This design comes from an exercise in tuning for small area on the open sky130 flow, not from production work. Function was checked by simulation only, so behaviour that the tests miss may differ from the original. No activity file was given, so power comes from the tool's default toggle rates.

Design Top, start of the top module:
module Top(
  input         clock,
  input         reset,
  input         io_top_wr,
  input         io_top_rd,
  input  [3:0]  io_top_address,
  input  [31:0] io_top_wdata,
  output [31:0] io_top_rdata,
  input  [3:0]  io_top_length,
  input         io_top_ready,
  input         io_top_rddatavalid
);
==> flow/config.mk <==
export PLATFORM = sky130hd
export DESIGN_NAME = Top
export DESIGN_NICKNAME = Top
export VERILOG_FILES = /design/flow/design.v
export SDC_FILE = /design/flow/constraint.sdc
export NUM_CORES = 4
export LEC_CHECK = 0
export CAP_MARGIN = 0
export CORE_MARGIN = 2
export CORE_UTILIZATION = 40
export CTS_BUF_LIST = sky130_fd_sc_hd__clkbuf_16
export CTS_CLUSTER_DIAMETER = 100
export CTS_CLUSTER_SIZE = 25
export SLEW_MARGIN = 0
export SYNTH_HIERARCHICAL = 1
==> flow/constraint.sdc <==
create_clock -name core_clock -period 5.0 [get_ports {clock}]
set_input_delay 1.0000 -clock core_clock [delete_from_list [all_inputs] [get_ports {clock}]]
set_output_delay 1.0000 -clock core_clock [all_outputs]
set_load 0.01 [all_outputs]
standard.sh (not shown) runs the stock make flow with config.mk's settings and CLKGATE_MAP_FILE= SYNTH_SCRIPT=/design/flow/synth_recipe.tcl, a recipe that flattens the netlist after the stock synthesis.
==> flow/flow/run.sh <==
#!/bin/bash
# Own layout flow: the standard layout (standard.sh, unchanged synthesis) with these
# additions:
#  - the port buffers are sky130_fd_sc_hd__buf_1 (one buffer on every input and output)
#  - the clock tree is built from clkbuf_8 clusters of up to 16 sinks, without dummy loads
#  - after placement, flow/downsize.tcl sets cells that placement upsized back to a
#    smaller drive where slew, capacitance and setup slack allow
# Each tool's output goes to its own log here: standard_place.log, downsize.log,
# standard_finish.log; each ORFS step also logs to orfs/logs/.
set -euo pipefail
ARGS=(
  "BUFFER_PORTS_ARGS=-buffer_cell sky130_fd_sc_hd__buf_1"
  "CTS_ARGS=-sink_clustering_enable -repair_clock_nets -buf_list sky130_fd_sc_hd__clkbuf_8 -sink_clustering_size 16 -sink_clustering_max_diameter 80 -dont_use_dummy_load"
)
bash standard.sh "${ARGS[@]}" place > standard_place.log 2>&1
RESULTS=$PWD/orfs/results/$FLOW_PLATFORM/Top/base openroad -no_init -exit flow/downsize.tcl > downsize.log 2>&1
bash standard.sh "${ARGS[@]}" finish > standard_finish.log 2>&1
==> flow/flow/downsize.tcl <==
# Area recovery after placement: cells that the timing-driven placement upsized
# (or buffers it inserted) are set back to a smaller drive strength of the same
# function when that keeps every pin's slew under 1.25 ns (the library allows 1.5 ns),
# every driver's load under 80% of its max capacitance, and at least 0.5 ns of
# setup slack.
# Flip-flops and clock cells are not touched. Placement stays legal: a smaller
# drive of the same cell is never wider.
set results $::env(RESULTS)
read_liberty $::env(FLOW_HOME)/platforms/sky130hd/lib/sky130_fd_sc_hd__tt_025C_1v80.lib
read_db $results/3_place.odb
read_sdc $results/3_place.sdc
source $::env(FLOW_HOME)/platforms/sky130hd/setRC.tcl
set_max_transition 1.25 [current_design]
estimate_parasitics -placement
set v0 [sta::max_slew_violation_count]
set c0 [expr {min(0.2, [sta::max_capacitance_check_slack_limit])}]
puts "before: slew violations $v0, worst cap slack/limit [sta::max_capacitance_check_slack_limit], worst setup slack [sta::worst_slack_cmd max]"
report_design_area
foreach inst [get_cells *] {
  set m [get_property $inst ref_name]
  if {[regexp {df|clkbuf|clkinv} $m]} continue
  if {![regexp {^(sky130_fd_sc_hd__\w+)_([248])$} $m -> base sz]} continue
  foreach s {1 2} {
    if {$s >= $sz} continue
    set new ${base}_$s
    if {[catch {replace_cell $inst $new}]} continue
    estimate_parasitics -placement
    if {[sta::max_slew_violation_count] > $v0 || [sta::max_capacitance_check_slack_limit] < $c0
        || [sta::worst_slack_cmd max] < 0.5e-9} {
      replace_cell $inst $m
    } else {
      puts "resized [get_full_name $inst] $m -> $new"
      break
    }
  }
}
estimate_parasitics -placement
puts "after: worst cap slack/limit [sta::max_capacitance_check_slack_limit], worst setup slack [sta::worst_slack_cmd max]"
report_design_area
check_placement
write_db $results/3_place.odb
The baseline ran to the end with no violations.
Rerun with:
Settings changed: CAP_MARGIN 0 to 10, SLEW_MARGIN 0 to 5.
After rerunning: Die area is unchanged. Clock-buffer cell count does not change. Synthesized area is unchanged. Cell count is unchanged. Routed wire length does not change. Global-route usage does not change. Cell area stays the same. Power stays the same. Utilization does not change.
Rerun with:
--- a/flow/flow/downsize.tcl
+++ b/flow/flow/downsize.tcl
@@ -2,6 +2,5 @@
 # (or buffers it inserted) are set back to a smaller drive strength of the same
 # function when that keeps every pin's slew under 1.25 ns (the library allows 1.5 ns),
-# every driver's load under 80% of its max capacitance, and at least 0.5 ns of
-# setup slack.
+# adds no max-capacitance violation and leaves at least 0.5 ns of setup slack.
 # Flip-flops and clock cells are not touched. Placement stays legal: a smaller
 # drive of the same cell is never wider.
@@ -14,6 +13,6 @@
 estimate_parasitics -placement
 set v0 [sta::max_slew_violation_count]
-set c0 [expr {min(0.2, [sta::max_capacitance_check_slack_limit])}]
-puts "before: slew violations $v0, worst cap slack/limit [sta::max_capacitance_check_slack_limit], worst setup slack [sta::worst_slack_cmd max]"
+set c0 [sta::max_capacitance_violation_count]
+puts "before: slew violations $v0, cap violations $c0, worst setup slack [sta::worst_slack_cmd max]"
 report_design_area
 foreach inst [get_cells *] {
@@ -26,5 +25,5 @@
     if {[catch {replace_cell $inst $new}]} continue
     estimate_parasitics -placement
-    if {[sta::max_slew_violation_count] > $v0 || [sta::max_capacitance_check_slack_limit] < $c0
+    if {[sta::max_slew_violation_count] > $v0 || [sta::max_capacitance_violation_count] > $c0
         || [sta::worst_slack_cmd max] < 0.5e-9} {
       replace_cell $inst $m
@@ -36,5 +35,5 @@
 }
 estimate_parasitics -placement
-puts "after: worst cap slack/limit [sta::max_capacitance_check_slack_limit], worst setup slack [sta::worst_slack_cmd max]"
+puts "after: worst setup slack [sta::worst_slack_cmd max]"
 report_design_area
 check_placement
Settings changed: CAP_MARGIN 10 to 0, SLEW_MARGIN 5 to 0.
Total power barely changes.
Routed wire length barely changes.
Cell count is unchanged.
Cell area stays flat.
Worst hold slack is about the same.
Synthesized area stays the same.
Via count is about the same.
Non-clock buffer count stays the same.
Critical path depth is unchanged.

Top, a different RTL version from the one above (not shown whole).
For scale: roughly 1,300 cells after synthesis, ~370 flip-flops, roughly 14,000 sq um of cells after synthesis.
==> flow/design.v (excerpt) <==
module Top(
  input         clock,
  input         reset,
  input         io_top_wr,
  input         io_top_rd,
  input  [3:0]  io_top_address,
  input  [31:0] io_top_wdata,
  output [31:0] io_top_rdata,
  input  [3:0]  io_top_length,
  input         io_top_ready,
  input         io_top_rddatavalid
);
  reg        busy;         
  reg [3:0]  r_len;
  reg [3:0]  r_address;
  reg [31:0] r_wdata;
  reg        r_wr;
  reg        r_rd;
  reg        r_wr_n;       
  reg [2:0]  r_cnt;        
  reg        read_wait;
  reg [31:0] rf [0:9];
  wire cmd      = io_top_wr | io_top_rd;
  wire cnt0     = r_cnt == 3'd0;
  wire len_gt1  = |io_top_length[3:1];
  wire rlen_gt1 = |r_len[3:1];
  wire beat     = (io_top_ready & ~r_rd) | io_top_rddatavalid;
  wire step     = busy & beat;
  wire load     = ~busy & cmd & cnt0;
  wire load_en  = ~busy & cmd & (len_gt1 | cnt0);
  always @(posedge clock) begin
    if (reset) begin
      busy      <= 1'b0;
      r_len     <= 4'd0;
      r_address <= 4'd0;
      r_wr      <= 1'b0;
      r_wr_n    <= 1'b1;
  ...
Settings: LEC_CHECK=0, CAP_MARGIN=20, CORE_MARGIN=2, CORE_UTILIZATION=40, SLEW_MARGIN=20; clock period 5.0 ns.
run.sh (not shown) runs the stock make flow with config.mk's settings and CLKGATE_MAP_FILE= SYNTH_SCRIPT=/design/flow/synth_recipe.tcl, a recipe that flattens the netlist after the stock synthesis.
Stock flow here: none of the scripts above is used.
The first run completed without violations.
Change:
- CTS_BUF_LIST: unset -> sky130_fd_sc_hd__clkbuf_16
- CTS_CLUSTER_DIAMETER: unset -> 100
- CTS_CLUSTER_SIZE: unset -> 25
Effect: The new run passed the timing, DRC and antenna checks; maximum frequency goes up by 0.44%; via count goes down by 1.5%; flip-flop and latch count stays the same; cell area goes down by about 5%; clock skew goes up by 0.0070 ns.
Change:
- CTS_BUF_LIST: sky130_fd_sc_hd__clkbuf_16 -> sky130_fd_sc_hd__clkbuf_4
- CTS_CLUSTER_DIAMETER: 100 -> unset
- CTS_CLUSTER_SIZE: 25 -> unset
Result: Count of clock-buffer cells in the layout went up by 121; via count is higher by about 4.3%; power increases by 15%; final cell count grows by 8.6%; final area climbs by 4.6%; routed wire length goes up by about 2.7%.

Top with an RTL version that a note above also has.
Size: roughly 78 I/O pins.
Settings: LEC_CHECK=0, CAP_MARGIN=0, CORE_MARGIN=2, CORE_UTILIZATION=40, CTS_BUF_LIST=sky130_fd_sc_hd__clkbuf_8, CTS_CLUSTER_DIAMETER=80, CTS_CLUSTER_SIZE=16, SLEW_MARGIN=0, SYNTH_HIERARCHICAL=1; clock period 5.0 ns.
Next try:
==> flow/flow/run.sh (new file) <==
#!/bin/bash
# Own layout flow: the standard layout (standard.sh, unchanged synthesis) with two
# make settings added:
#  - the port buffers are sky130_fd_sc_hd__buf_1 (one buffer on every input and output)
#  - the clock tree is built from clkbuf_8 clusters of up to 16 sinks, without dummy loads
# make's output goes to standard_flow.log; each ORFS step logs to orfs/logs/.
set -euo pipefail
bash standard.sh \
  "BUFFER_PORTS_ARGS=-buffer_cell sky130_fd_sc_hd__buf_1" \
  "CTS_ARGS=-sink_clustering_enable -repair_clock_nets -buf_list sky130_fd_sc_hd__clkbuf_8 -sink_clustering_size 16 -sink_clustering_max_diameter 80 -dont_use_dummy_load" \
  finish > standard_flow.log 2>&1
==> flow/standard.sh (new file) <==
#!/bin/bash
# synth_recipe.tcl (not shown) runs the flow's synth.tcl, then flattens the netlist and writes it again
# the make line also repeats each setting of config.mk as NAME=value (left out here)
make -C /OpenROAD-flow-scripts/flow DESIGN_CONFIG=/design/flow/config.mk WORK_HOME=/design/flow/orfs CLKGATE_MAP_FILE= SYNTH_SCRIPT=/design/flow/synth_recipe.tcl "${@:-finish}"
- CAP_MARGIN: 0 -> 20
- CTS_BUF_LIST: sky130_fd_sc_hd__clkbuf_8 -> sky130_fd_sc_hd__clkbuf_16
- CTS_CLUSTER_DIAMETER: 80 -> 100
- CTS_CLUSTER_SIZE: 16 -> 25
- SLEW_MARGIN: 0 -> 20
removed: flow/run.sh
The new run finished clean. Core utilization came out lower by 2.0 points. Power came out lower by 0.59%. Fmax came out higher by 14%. Synthesized area does not change. Clock skew came out lower by 0.0064 ns. Worst setup slack gains 0.60 ns. Register-to-register slack loses 0.22 ns. Critical path depth came out lower by 1. Wire length came out lower by 2.0%. Via count came out lower by 0.94%.
Next try:
- CAP_MARGIN: 20 -> 0
- SLEW_MARGIN: 20 -> 0
Outcome:
- utilization decreases by 0.24 points
- first-iteration DRC count goes down by 5.5%
- global-route usage stays the same
- routed wire length stays flat
- clock-buffer cell count does not change

The RTL this note starts from:
==> flow/design.v <==
module Top(
  input         clock,
  input         reset,
  input         io_top_wr,
  input         io_top_rd,
  input  [3:0]  io_top_address,
  input  [31:0] io_top_wdata,
  output [31:0] io_top_rdata,
  input  [3:0]  io_top_length,
  input         io_top_ready,
  input         io_top_rddatavalid
);
  reg        busy;         
  reg [3:0]  r_len;
  reg [3:0]  r_address;
  reg [31:0] r_wdata;
  reg        r_wr;
  reg        r_rd;
  reg [2:0]  r_cnt;        
  reg        read_wait;
  reg [31:0] rf [0:9];
  wire cmd      = io_top_wr | io_top_rd;
  wire cnt0     = r_cnt == 3'd0;
  wire len_gt1  = |io_top_length[3:1];
  wire rlen_gt1 = |r_len[3:1];
  wire beat     = (io_top_ready & ~r_rd) | io_top_rddatavalid;
  wire step     = busy & beat;
  wire load     = ~busy & cmd & cnt0;
  wire load_en  = ~busy & cmd & (len_gt1 | cnt0);
  always @(posedge clock) begin
    if (reset) begin
      busy      <= 1'b0;
      r_len     <= 4'd0;
      r_address <= 4'd0;
      r_wr      <= 1'b0;
      r_rd      <= 1'b0;
      r_cnt     <= 3'd0;
      read_wait <= 1'b0;
    end else begin
      if (busy)
        busy <= ~beat | rlen_gt1;
      else
        busy <= cmd & len_gt1;
      if (load)
        r_len <= io_top_length;
      else if (step)
        r_len <= (r_len == 4'd0) ? 4'd0 : r_len - 4'd1;
      if (load)
        r_address <= io_top_address;
      else if (step)
        r_address <= rlen_gt1 ? r_address + 4'd1 : 4'd0;
      if (load_en) begin
        r_wr <= io_top_wr;
        r_rd <= io_top_rd;
      end else if (step) begin
        r_wr <= rlen_gt1 & r_wr;
        r_rd <= rlen_gt1 & r_rd;
      end
      if (busy | cmd)
        r_cnt <= (busy ? beat : io_top_ready) ? 3'd0 : r_cnt + 3'd1;
      if (busy) begin
        if (beat) read_wait <= rlen_gt1;
      end else if (read_wait & io_top_rddatavalid)
        read_wait <= len_gt1;
      else if (~io_top_wr & io_top_rd)
        read_wait <= io_top_ready | read_wait;
    end
  end
  wire wd_clr  = reset | (step & ~rlen_gt1);
  wire wd_load = (~busy & io_top_wr & cnt0) | (step & rlen_gt1);
  wire [31:0] wd_next;
  Ao22 #(.W(32)) u_wd (.a(wd_load & ~wd_clr), .b(io_top_wdata),
                       .c(~wd_load & ~wd_clr), .d(r_wdata), .y(wd_next));
  always @(posedge clock)
    r_wdata <= wd_next;
  wire wen = beat & r_wr;
  wire ren = read_wait & io_top_rddatavalid & r_rd & ~r_wr;
  wire [9:0] we, keep, rs;
  RowDec u_dec (.addr(r_address), .wen(wen), .ren(ren), .we(we), .keep(keep), .rs(rs));
  wire [31:0] rq [0:9];
  genvar g, b;
  generate
    for (g = 0; g < 10; g = g + 1) begin : g_row
      wire [31:0] d;
      assign rq[g] = rf[g];
      Ao22 #(.W(32)) u_next (.a(we[g]), .b(r_wdata), .c(keep[g]), .d(rf[g]), .y(d));
      always @(posedge clock)
        rf[g] <= d;
    end
    for (b = 0; b < 32; b = b + 1) begin : g_bit
      RdSel u_sel (.s(rs), .d({rq[9][b], rq[8][b], rq[7][b], rq[6][b], rq[5][b],
                               rq[4][b], rq[3][b], rq[2][b], rq[1][b], rq[0][b]}),
                   .y(io_top_rdata[b]));
    end
  endgenerate
endmodule
module Ao22 #(parameter W = 1) (
  input          a,
  input  [W-1:0] b,
  input          c,
  input  [W-1:0] d,
  output [W-1:0] y
);
  genvar i;
  generate
    for (i = 0; i < W; i = i + 1) begin : g
      Ao22Bit u (.a(a), .b(b[i]), .c(c), .d(d[i]), .y(y[i]));
    end
  endgenerate
endmodule
module Ao22Bit(
  input  a, b, c, d,
  output y
);
  assign y = (a & b) | (c & d);
endmodule
module RowDec(
  input  [3:0] addr,
  input        wen,
  input        ren,
  output [9:0] we,
  output [9:0] keep,
  output [9:0] rs
);
  genvar g;
  generate
    for (g = 0; g < 10; g = g + 1) begin : g_row
      assign we[g]   = wen & (addr == g);
      assign keep[g] = ~we[g];
      assign rs[g]   = ren & (addr == g);
    end
  endgenerate
endmodule
module RdSel(
  input  [9:0] s,
  input  [9:0] d,
  output       y
);
  wire n0, n1, n2, n3;
  Aoi222 u0 (.a(s[0]), .b(d[0]), .c(s[1]), .d(d[1]), .e(s[2]), .f(d[2]), .y(n0));
  Aoi222 u1 (.a(s[3]), .b(d[3]), .c(s[4]), .d(d[4]), .e(s[5]), .f(d[5]), .y(n1));
  Aoi222 u2 (.a(s[6]), .b(d[6]), .c(s[7]), .d(d[7]), .e(s[8]), .f(d[8]), .y(n2));
  Nand2 u3 (.a(s[9]), .b(d[9]), .y(n3));
  Nand4 u4 (.a(n0), .b(n1), .c(n2), .d(n3), .y(y));
endmodule
module Aoi222(
  input  a, b, c, d, e, f,
  output y
);
  assign y = ~((a & b) | (c & d) | (e & f));
endmodule
module Nand2(
  input  a, b,
  output y
);
  assign y = ~(a & b);
endmodule
module Nand4(
  input  a, b, c, d,
  output y
);
  assign y = ~(a & b & c & d);
endmodule
export LEC_CHECK = 0
export CAP_MARGIN = 20
export CORE_MARGIN = 2
export CORE_UTILIZATION = 40
export CTS_BUF_LIST = sky130_fd_sc_hd__clkbuf_16
export CTS_CLUSTER_DIAMETER = 100
export CTS_CLUSTER_SIZE = 25
export SLEW_MARGIN = 20
export SYNTH_HIERARCHICAL = 1
create_clock -name core_clock -period 5.0 [get_ports {clock}]
Stock flow here: none of the scripts above is used.
Edit:
==> flow/flow/run.sh (new file) <==
#!/bin/bash
# Own layout flow: the standard layout (standard.sh, unchanged synthesis) with two
# make settings added:
#  - the port buffers are sky130_fd_sc_hd__buf_1 (one buffer on every input and output)
#  - the clock tree is built from clkbuf_8 clusters of up to 16 sinks, without dummy loads
# make's output goes to standard_flow.log; each ORFS step logs to orfs/logs/.
set -euo pipefail
bash standard.sh \
  "BUFFER_PORTS_ARGS=-buffer_cell sky130_fd_sc_hd__buf_1" \
  "CTS_ARGS=-sink_clustering_enable -repair_clock_nets -buf_list sky130_fd_sc_hd__clkbuf_8 -sink_clustering_size 16 -sink_clustering_max_diameter 80 -dont_use_dummy_load" \
  finish > standard_flow.log 2>&1
==> flow/standard.sh (new file) <==
#!/bin/bash
# synth_recipe.tcl (not shown) runs the flow's synth.tcl, then flattens the netlist and writes it again
# the make line also repeats each setting of config.mk as NAME=value (left out here)
make -C /OpenROAD-flow-scripts/flow DESIGN_CONFIG=/design/flow/config.mk WORK_HOME=/design/flow/orfs CLKGATE_MAP_FILE= SYNTH_SCRIPT=/design/flow/synth_recipe.tcl "${@:-finish}"
removed: flow/run.sh
=> Routed wire length came out lower by 2.1%. Combinational power shrinks by 5.7%. Via count fell by 0.97%. Global-route usage fell by 0.31 points. Non-clock buffer count decreases by 10. Hold slack barely changes. Clock-buffer cell count goes up by 7. Worst setup slack gains 250 ps. Die area stays the same. Area after synthesis stays the same. Synthesized cell count is unchanged.

port drivers added, routing unchanged:
Ports are ideal in the flow. The routed layouts listed here were re-timed in OpenROAD.
Step 1: set_driving_cell puts a clkbuf_16 on clock and a buf_2 on each other input, an assumption about the parent block.
Step 2 adds t to the input delays and takes it off the output delays; t is the mean of the earliest and latest rising clock arrival at the registers after step 1. Input paths then give back, and output paths get back, about the clock's delay inside the block.
a / b / c = ideal / step 1 / step 2; a / b = the first two.
run | t, ns | slack for setup (ns) | pins driven straight from the clock port
the first run of note 1 | 0.623 | 0.411 / 0.362 / 0.417 | 1
the second run of note 1 | 0.623 | 0.411 / 0.362 / 0.417 | 1
the third run of note 1 | 0.621 | 0.450 / 0.401 / 0.444 | 1
the first run of note 2 | 0.577 | 0.200 / 0.149 / 0.726 | 1
the second run of note 2 | 0.572 | 0.221 / 0.171 / 0.743 | 1
the third run of note 2 | 0.786 | 0.263 / 0.214 / 0.873 | 1
the first run of note 3 | 0.630 | 0.247 / 0.222 / 0.222 | 1
the second run of note 3 | 0.624 | 0.848 / 0.825 / 0.825 | 1
the third run of note 3 | 0.623 | 0.836 / 0.812 / 0.812 | 1
the first run of note 4 | 0.562 | 0.538 / 0.516 / 0.516 | 1
the second run of note 4 | 0.631 | 0.783 / 0.762 / 0.762 | 1
After both steps setup and hold are still met in every run listed. The setup slack of the first run of note 3, which loses most, moves by -0.025 ns with the drivers and by -0.025 ns with both steps.
